This is an optimization exercise on Yosys and OpenROAD, whose aim is small area, a short achievable clock period and few clock cycles per item, not a production implementation.
Only simulation tests tie the RTL to the original design; equivalence was not proved.
No activity file was given, so power comes from the tool's default toggle rates. The flow treats the clock pin as an ideal source, which a real chip does not have.

job 2986:
==> flow/design.v (excerpt) <==
module mm_top(
    input  logic       clk,
    input  logic       rst,
    input  logic       read,
    input  logic       start,
    input  logic [7:0] in_data,
    input  logic [2:0] ram_slot,
    output logic       finish,
    output logic [8:0] out_data
);
For scale: ~6700 cells after synthesis, ~2200 flip-flops, about 25 I/O pins, ~0.068 sq mm of cells after synthesis.
clock: 10.0 ns
lec_check: 0
abc_area: 1
cap_margin: 20
core_margin: 2
core_utilization: 40
slew_margin: 20
standard.sh (not shown) runs the stock make flow with config.mk's settings and CLKGATE_MAP_FILE= SYNTH_SCRIPT=/design/flow/synth_recipe.tcl, a recipe that flattens the netlist after the stock synthesis.
==> flow/flow/run.sh <==
#!/bin/bash
set -euo pipefail
bash standard.sh SETUP_SLACK_MARGIN=6.8 "CTS_ARGS=-sink_clustering_enable -repair_clock_nets -dont_use_dummy_load" "BUFFER_PORTS_ARGS=-buffer_cell sky130_fd_sc_hd__buf_2" finish > standard_flow.log 2>&1
Job 2986 completed every stage of the flow, and the final layout passed the timing, DRC and antenna checks.
Testbench counts of job 2986, summed over its fixed seeds: cycles 12,480, items 192.
> inputs changed (job 2986 -> job 471)
==> flow/flow/run.sh <==
#!/bin/bash
set -euo pipefail
bash standard.sh SETUP_SLACK_MARGIN=6.8 "CTS_ARGS=-sink_clustering_enable -repair_clock_nets -dont_use_dummy_load -sink_clustering_size 24 -sink_clustering_max_diameter 100" "BUFFER_PORTS_ARGS=-buffer_cell sky130_fd_sc_hd__buf_2" finish > standard_flow.log 2>&1
==> run summary <==
No run among job 2986 and job 471 stopped early or left any final violation; all are clean.
Looking at highest clock rate, job 471 sits 2.0% higher than job 2986 does.
Job 471 improves on job 2986 in via count.
Ratio of final minimum period to clock period in job 471 vs job 2986: down 0.65 points
The inputs of job 3907 differ from those of job 471 as listed below.
- changing CORE_UTILIZATION from 40 to 55
## What came out
- Per the comparison of job 3907 with job 471, number of antenna violations at the first check in global routing went down 3, net switching power went down 0.73%, routed wire length went up about 0.9%.
- Final cell count shrinks by a few percent when moving from job 471 to job 3907.
- Non-clock buffer count ends up higher on job 471.
- Measured against job 3907, the first-iteration DRC count of job 471 comes out at 0.893 times the reference value.
- Job 3907 against job 471: xor/xnor share of the synthesized area neither gained nor lost much, minimum clock period after layout went up, arrival time of data at the critical path endpoint grew by 0.04 ns, wire length of the first global-routing pass increased 1.4 mm.
- Last weighted congestion value of the routability-driven placer: job 3907 vs job 471 up about 1.7%


fjord:
mm_top again, from the RTL that the note above started with.
## mm_top
module mm_top(
    input  logic       clk,
    input  logic       rst,
    input  logic       read,
    input  logic       start,
    input  logic [7:0] in_data,
    input  logic [2:0] ram_slot,
    output logic       finish,
    output logic [8:0] out_data
);
    localparam int W0 = 17, W1 = 17, W2 = 15, W3 = 13;
    localparam int RW = W0 + W1 + W2 + W3;   
    localparam int O1 = W0, O2 = W0 + W1, O3 = W0 + W1 + W2;
    typedef enum logic [1:0] {IDLE = 2'd0, COMP = 2'd1, READ = 2'd2} state_t;
    state_t     state, state_n;
    logic [4:0] u, u_n;      
    logic [2:0] slot_q;      
    logic       fin_q;
    logic [1:0] g;           
    wire idle  = (state == IDLE);
    wire cmd_c = idle && start;
    wire cmd_r = idle && !start && read;
    always_comb begin
        state_n = state;
        u_n = u + 5'd1;
        case (state)
            IDLE: begin
                u_n = (cmd_c || cmd_r) ? 5'd1 : 5'd0;
                if (cmd_c) state_n = COMP;
                else if (cmd_r) state_n = READ;
            end
            COMP: if (u == 5'd31) state_n = IDLE;
            default: if (u == 5'd0) begin
                state_n = IDLE;
                u_n = 5'd0;
            end
        endcase
        if (rst) begin
            state_n = IDLE;
            u_n = 5'd0;
        end
    end
    always_ff @(posedge clk) begin
        g <= g + 2'd1;
  ...
export LEC_CHECK = 0
export ABC_AREA = 1
export CAP_MARGIN = 20
export CORE_MARGIN = 2
export CORE_UTILIZATION = 40
export SLEW_MARGIN = 20
create_clock -name core_clock -period 10.0 [get_ports {clk}]
==> flow/flow/run.sh <==
#!/bin/bash
set -euo pipefail
ARGS=(SETUP_SLACK_MARGIN=6.8 "CTS_ARGS=-sink_clustering_enable -repair_clock_nets -dont_use_dummy_load -sink_clustering_size 24 -sink_clustering_max_diameter 100" "BUFFER_PORTS_ARGS=-buffer_cell sky130_fd_sc_hd__buf_2")
bash standard.sh "${ARGS[@]}" 3_3_place_gp > standard_flow_place.log 2>&1
ODB=orfs/results/sky130hd/mm_top/base/3_3_place_gp.odb MOVE_FRAC=0.7 openroad -no_init -exit flow/move_out_regs.tcl > move_out_regs.log 2>&1
bash standard.sh "${ARGS[@]}" finish > standard_flow.log 2>&1
==> flow/flow/move_out_regs.tcl <==
# Pull each register that drives an output port's buffer part of the way
# towards that buffer, after global placement; detailed placement
# legalizes the result.
set frac $::env(MOVE_FRAC)
read_db $::env(ODB)
set block [ord::get_db_block]
foreach bterm [$block getBTerms] {
  if {[$bterm getIoType] != "OUTPUT"} { continue }
  set net [$bterm getNet]
  set buf ""
  foreach it [$net getITerms] { if {[$it isOutputSignal]} { set buf [$it getInst] } }
  if {$buf == ""} { continue }
  set ff ""
  foreach it [$buf getITerms] {
    if {[$it isInputSignal] && [$it getNet] != "NULL"} {
      foreach it2 [[$it getNet] getITerms] { if {[$it2 isOutputSignal]} { set ff [$it2 getInst] } }
    }
  }
  if {$ff == "" || ![[$ff getMaster] isSequential]} { continue }
  set bl [$buf getLocation]
  set fl [$ff getLocation]
  set x [expr {int([lindex $fl 0] + $frac * ([lindex $bl 0] - [lindex $fl 0]))}]
  set y [expr {int([lindex $fl 1] + $frac * ([lindex $bl 1] - [lindex $fl 1]))}]
  puts "move [$ff getName] from $fl to $x $y (buffer [$buf getName] at $bl)"
  $ff setLocation $x $y
}
write_db $::env(ODB)
fjord has completed all stages; timing, DRC and antenna checks passed.
Testbench counts of fjord, summed over its fixed seeds: cycles 12,480, items 192.
Modified inputs, yarrow compared to fjord
==> flow/flow/run.sh <==
#!/bin/bash
set -euo pipefail
bash standard.sh SETUP_SLACK_MARGIN=6.8 "CTS_ARGS=-sink_clustering_enable -repair_clock_nets -dont_use_dummy_load -sink_clustering_size 30 -sink_clustering_max_diameter 120" "BUFFER_PORTS_ARGS=-buffer_cell sky130_fd_sc_hd__buf_2" finish > standard_flow.log 2>&1
removed: flow/flow/move_out_regs.tcl
## What came out
Between fjord and yarrow, the final period utilization does not differ in any meaningful way.
Of fjord and yarrow, the higher proportion of cell area occupied by registers belongs to yarrow.
Compared with fjord, yarrow shows area added between synthesis and finish lower by 0.72 points.
Compared with fjord, yarrow shows clock period minus worst slack higher by 0.012 ns.
Compared with fjord, yarrow shows power dissipated by switching net loads lower by 79 uW.
Flip-flop and latch count came out exactly the same in fjord and yarrow.
Final core utilization | yarrow below fjord
Diff fjord -> yarrow: combined area of all synthesized cells comparable; internal power component now smaller.
Inputs modified between yarrow and xenon:
Settings: setting CTS_CLUSTER_DIAMETER to 100 for the first time; setting SETUP_SLACK_MARGIN to 5 for the first time; setting CTS_CLUSTER_SIZE to 24 for the first time.
==> flow/run.sh (new file) <==
#!/bin/bash
# synth_recipe.tcl (not shown) runs the flow's synth.tcl, then flattens the netlist and writes it again
# the make line also repeats each setting of config.mk as NAME=value (left out here)
make -C /OpenROAD-flow-scripts/flow DESIGN_CONFIG=/design/flow/config.mk WORK_HOME=/design/flow/orfs CLKGATE_MAP_FILE= SYNTH_SCRIPT=/design/flow/synth_recipe.tcl finish
removed: flow/flow/run.sh
removed: flow/standard.sh
Results
xenon and yarrow ended up with roughly the same cell count. The via count reported for xenon is higher than the one for yarrow. xenon: setup clock skew after layout 0.034 ns below yarrow. Diff yarrow -> xenon | power density over the cells | increase of 5.6 mW/mm^2.

port drivers added, routing unchanged:
Ports are ideal in the flow. The routed layouts listed here were re-timed in OpenROAD. Step 1 (the two cells are an assumption about what drives the block):
set clk [get_ports {clk}]
set_driving_cell -lib_cell sky130_fd_sc_hd__clkbuf_16 $clk
set_driving_cell -lib_cell sky130_fd_sc_hd__buf_2 [delete_from_list [all_inputs] $clk]
Step 2 also shifts input and output timing later by t, the mid clock arrival at the registers, as if the neighbouring blocks saw the same clock. Slacks: ideal / step 1 / step 2; pairs: ideal / step 1.
run | t (ns) | setup slack, ns | hold WS [ns] | worst setup path at the end
job 2986 | 0.900 | 6.664 / 6.578 / 6.141 | 0.248 / 0.248 / 0.248 | input to register
job 471 | 0.827 | 6.730 / 6.640 / 6.226 | 0.295 / 0.295 / 0.295 | input to register
job 3907 | 0.796 | 6.693 / 6.620 / 6.208 | 0.287 / 0.287 / 0.287 | input to register
fjord | 0.811 | 6.744 / 6.659 / 6.166 | 0.302 / 0.302 / 0.302 | input to register
yarrow | 0.799 | 6.732 / 6.642 / 6.212 | 0.300 / 0.300 / 0.300 | input to register
xenon | 0.853 | 6.006 / 5.924 / 5.703 | 0.306 / 0.306 / 0.306 | input to register
After both steps every run listed still meets setup and hold. For fjord, which loses most, drivers alone change the setup slack by -0.085 ns; drivers and shift together by -0.578 ns.
